This design comes from an exercise in tuning for small area on the open sky130 flow, not from production work. No run shown here included a check of the RTL's function; only the layout flow was run.

==> flow/design.v, too long to show whole: its modules and the start of the top module <==
// module dct_1d: 2661 lines
// module fa_cell: 4 lines
// module maj_cell: 3 lines
// module ha_cell: 4 lines
module dct_1d(
    input clk,
    input rst_n,
    input enable,
    input signed [9:0] x0, input signed [9:0] x1, input signed [9:0] x2, input signed [9:0] x3,
    input signed [9:0] x4, input signed [9:0] x5, input signed [9:0] x6, input signed [9:0] x7,
    output reg signed [10:0] y0, output reg signed [10:0] y1, output reg signed [10:0] y2, output reg signed [10:0] y3,
    output reg signed [10:0] y4, output reg signed [10:0] y5, output reg signed [10:0] y6, output reg signed [10:0] y7,
    output valid
);
  // ...
==> flow/run.sh <==
#!/bin/bash
# synth_recipe.tcl (not shown) runs the flow's synth.tcl, then flattens the netlist and writes it again
# the make line also repeats each setting of config.mk as NAME=value (left out here)
make -C /OpenROAD-flow-scripts/flow DESIGN_CONFIG=/design/flow/config.mk WORK_HOME=/design/flow/orfs CLKGATE_MAP_FILE= SYNTH_SCRIPT=/design/flow/synth_recipe.tcl finish
==> flow/config.mk <==
export PLATFORM = sky130hd
export DESIGN_NAME = dct_1d
export DESIGN_NICKNAME = dct_1d
export VERILOG_FILES = /design/flow/design.v
export SDC_FILE = /design/flow/constraint.sdc
export NUM_CORES = 4
export LEC_CHECK = 0
export ABC_AREA = 1
export CAP_MARGIN = 20
export CORE_MARGIN = 2
export CORE_UTILIZATION = 65
export SLEW_MARGIN = 20
export SYNTH_HIERARCHICAL = 1
==> flow/constraint.sdc <==
create_clock -name core_clock -period 6.0 [get_ports {clk}]
set_input_delay 1.2000 -clock core_clock [delete_from_list [all_inputs] [get_ports {clk}]]
set_output_delay 1.2000 -clock core_clock [all_outputs]
set_load 0.01 [all_outputs]
==> qor.txt, run 1 <==
Clock root cell = clkbuf_16
Hold_ws = 416 ps
Crit path kind = in -> reg
Top cell category = multi-input gates
Status = finished clean
Hold path depth = 2
Synth warn = 7
WL met3 = 11.0 mm
Max-cap check violation count = 0
Buf/Inv on CP = 3
DRT Pass-1 Iters = 5
Max-slew violations = 0
Final worst-path cycle share = 0.979
WP data arrival = 6250 ps
Layout cell share with drive strength beyond 1 = 0.125
H-tree depth = 4
Most common cell after layout, fill and taps aside = fa_1
Cells along the critical path = clkdlybuf4s50_1 -> ha_1 -> fa_2 -> inv_1 -> fa_1 -> fa_2 -> fa_1 -> fa_1 -> fa_1 -> fa_1 -> fa_2 -> fa_1 -> inv_1 -> ha_1 -> nor2_1 -> xor2_1
Number of synthesized flops with an enable pin = 0
Critical Path Start = x0[0]
Busiest grt layer = met2
Post-synthesis register bit count = 184
Number of sequential cells = 184
Die footprint = 52,100 sq um
Placed wire-length estimate = 83.9 mm
Largest net degree at the start of global routing = 20
Synthesis-to-layout area growth = 16.3%
Routability cong. = 0.994
Top cells by count, synth = fa_1, inv_1, nand2_1
Logic inverters = 701
Vias per cell = 5.62
Clock Sinks = 184
==> inputs of run 2 (changes only) <==
--- a/flow/config.mk
+++ b/flow/config.mk
@@ -10,3 +10,3 @@
 export CORE_MARGIN = 2
-export CORE_UTILIZATION = 65
+export CORE_UTILIZATION = 40
 export SLEW_MARGIN = 20
==> qor.txt, run 2 <==
Top delay family on crit path = adder cells
Final worst-path cycle share = 0.979 (about the same)
Mean Syn Cell Area = 11.7 sq um
N_diodes = 0
Post-Place Cells = 4,231
Crit-path most repeated cell = fa_1
Synth warn = 7 (unchanged)
Final #Nets = 4,497
DRT iter0 DRCs = 1,318
Top post-synthesis cells by area = fa_1, dfxtp_1, ha_1
Top cells by count, synth = fa_1, inv_1, nand2_1
Max-Slew Margin vs Limit = 0.520
Most frequent cells in the layout = fa_1, inv_1, nand2_1
Max-cap check violation count = 0 (unchanged)
Post-synth ARST share = 0
Cells along the critical path = clkinvlp_4 -> ha_4 -> nand3_1 -> nand3_2 -> nand4_1 -> o311ai_4 -> inv_1 -> fa_2 -> inv_2 -> fa_1 -> fa_1 -> inv_1 -> fa_1 -> fa_1 -> fa_1 -> ha_1 -> inv_1 -> nor3_1 -> a211oi_1 -> nand2_1 -> fa_1 -> xor2_1
Drt drc = 0
Synthesis-to-layout area growth = 16.7%
Post-synthesis register bit count = 184 (unchanged)
Fmax achieved = 170 MHz
Initial antenna violation count = 1
# IOs = 172
WP data arrival = 6270 ps (+20 ps)
Largest regs = g0_r (13), g1_r (13)
Core Region = 80,700 sq um
Clock root cell = clkbuf_16
Most frequent cell after synthesis = fa_1
Vias = 20,507
Placed Area = 37,400 sq um
Setup violators final = 0
Cell Count, Final, Fillers Out = 4,266
Hold path depth = 2 (unchanged)
Post-synthesis cell type count = 42
Register area share after synthesis = 0.113
Worst R2R Start = d1_r[4]
R2R cell count = 22
Crit path kind = reg -> reg
Most common cell after layout, fill and taps aside = fa_1
Number of synthesized flops with an enable pin = 0 (unchanged)
CTS Buf Count = 17
Clock Skew = 20.3 ps
H-tree depth = 4 (unchanged)
Vias per cell = 4.81 (-14%)
Hold path start = vp[0]
Setup TNS = 0 ps
Worst-margin pin slew = 718 ps
Initial Util = 0.405
Port Buf Inserts = 171
Clock Pin Slew Worst Setup and Hold Paths = 80 ps
Hold/Removal Path Class = reg -> reg
Routability cong. = 0.965 (-3.0%)
Layout cell share with drive strength beyond 1 = 0.116 (-0.00928)
GRT Resource Usage Total = 0.231
Synth top area share = 0.603
Crit start category = register
Buf/Inv on CP = 5 (+2)
Mapped Nets = 4,090
Status = finished clean
TritonCTS clock tree = built
Routed WL = 90.9 mm
Die footprint = 84,000 sq um (+61%)
Clock Sinks = 184 (unchanged)
Crit. End Element = register
Final hold violation count = 0
Placed wire-length estimate = 80.6 mm (-3.9%)
Clock Latency Late Sink = 510 ps
Cell area after layout = 38,200 sq um
Max-slew violations = 0 (unchanged)
Row count = 104
First-pass GRT wire length = 141 mm
Vias in the first global route = 23,132
Cell area after synthesis = 32,700 sq um
Die H = 290 microns
DR WL/cell = 21.3 microns
CP required = 6390 ps
Delay of the slowest critical-path stage = 590 ps
Post-layout min period = 5870 ps
Hold Path Sink = vp[1]
Largest net degree at the start of global routing = 18 (-10%)
R2r setup slk = 130 ps
Die Wd = 290 microns
Clock buffer depth = 2
Dominant cell type by area after synthesis = fa_1
Antenna violation net count after detailed routing = 0
Post-Synthesis Cells = 2,786
Highest-delay cell along the critical path = fa_2
Gr ovfl total = 0
Top FF cell, synth = dfxtp_1
CP Max Fanout = 4
Unrepaired setup endpoints after global routing = true
Worst R2R End = y1[6]
DRT Pass-1 Iters = 5 (unchanged)
[run 2: per-module statistics from Yosys, one instance, submodules excluded]
module,flops+latches,copies in the design,cell area [sq um]
ha_cell,0,37,12.5
maj_cell,0,38,21.3
dct_1d,184,1,12900
fa_cell,0,927,20.0
[run 2: layout make-up]
type / instances / area (sq um)
Clock buffer: 18 / 439
Clock inverter: 14 / 136
Fill cell: 7311 / 42500
Inverter: 701 / 2640
Multi-Input combinational cell: 1901 / 26500
Sequential cell: 184 / 3700
Tap cell: 1060 / 1330
Timing Repair Buffer: 388 / 3430
[run 2: logic make-up after synthesis]
| group | after synthesis | synth area share |
|---|---|---|
| buffers and inverters | 701 | 0.0805 |
| xor gates and xnor gates | 86 | 0.0233 |
| adders and majority gates | 1221 | 0.693 |
| DFF | 184 | 0.113 |
| AOI/OAI and AO/OA | 96 | 0.0194 |
| and+or+nand+nor | 498 | 0.0707 |
[run 2: worst max-delay path by stage]
stage             from       end  cells past startpoint
2_1_floorplan  d0_r[1]     y1[6]                     26
3_3_place_gp     x0[0]  f0_r[10]                     16
3_5_place_dp     x0[0]  f0_r[10]                     16
4_1_cts        d1_r[1]     y1[6]                     23
5_1_grt        d1_r[4]     y1[6]                     22
6_report       d1_r[4]     y1[6]                     22
[run 2: worst register-to-register path, cell delays in order, from the launching register on]
cell        delay [ps]
dfxtp_2            380
clkinvlp_4         200
ha_4               340
nand3_1             90
nand3_2            130
nand4_1            170
o311ai_4           130
inv_1              100
fa_2               590
inv_2               70
fa_1               470
fa_1               510
inv_1               50
fa_1               380
fa_1               410
fa_1               380
ha_1               320
inv_1               90
nor3_1              50
a211oi_1           190
nand2_1            140
fa_1               390
xor2_1             160
[run 2: per-stage QoR]
| stage | worst slack, ps | utilization | hold slack, ps |
|---|---|---|---|
| floorplan | -1.09 | - | 386 |
| global placement | -413 | 0.464 | 393 |
| detailed placement | -461 | 0.464 | 405 |
| CTS | 36.3 | 0.471 | 418 |
| global route | -38.7 | 0.473 | 436 |
| finish | 126 | 0.473 | 412 |
[run 2: repair_timing]
item,in CTS,in global routing
buffers inserted,0,3
pin swaps,0,5
setup endpoints to repair,1,30
resized for setup,1,36
hold buffers,0,0
[run 2: layer usage]
metal | GRT usage | routed length, microns
met1 | 0.308 | 38100
met2 | 0.361 | 42000
met3 | 0.0630 | 7130
met4 | 0.0915 | 3680
met5 | 0 | 0

==> re-timing with driven ports <==
Ports are ideal in the flow. The routed layouts listed here were re-timed in OpenROAD. Step 1 (the two cells are an assumption about what drives the block):
set clk [get_ports {clk}]
set_driving_cell -lib_cell sky130_fd_sc_hd__clkbuf_16 $clk
set_driving_cell -lib_cell sky130_fd_sc_hd__buf_2 [delete_from_list [all_inputs] $clk]
Step 2 moves the port delays by t, midway between the first and last clock arrival at a register: inputs arrive t later, outputs are due t later. That takes back most of the time a late clock gives input paths. Three values: no drivers, after step 1, after step 2; two values: the first two.
run	t, ns	setup slack, ns	clock arrival spread, ns	worst slew at a driven data input, ns	cell pins on the clock port's net
run 1	0.561	0.124 / 0.145 / -0.414	0.032 / 0.032	0.06	1
run 2	0.564	0.126 / 0.126 / -0.348	0.021 / 0.020	0.11	1
With both steps, setup timing fails in run 1 and run 2, where it was met with ideal ports. The setup slack of run 1, which loses most, moves by +0.021 ns with the drivers and by -0.538 ns with both steps.
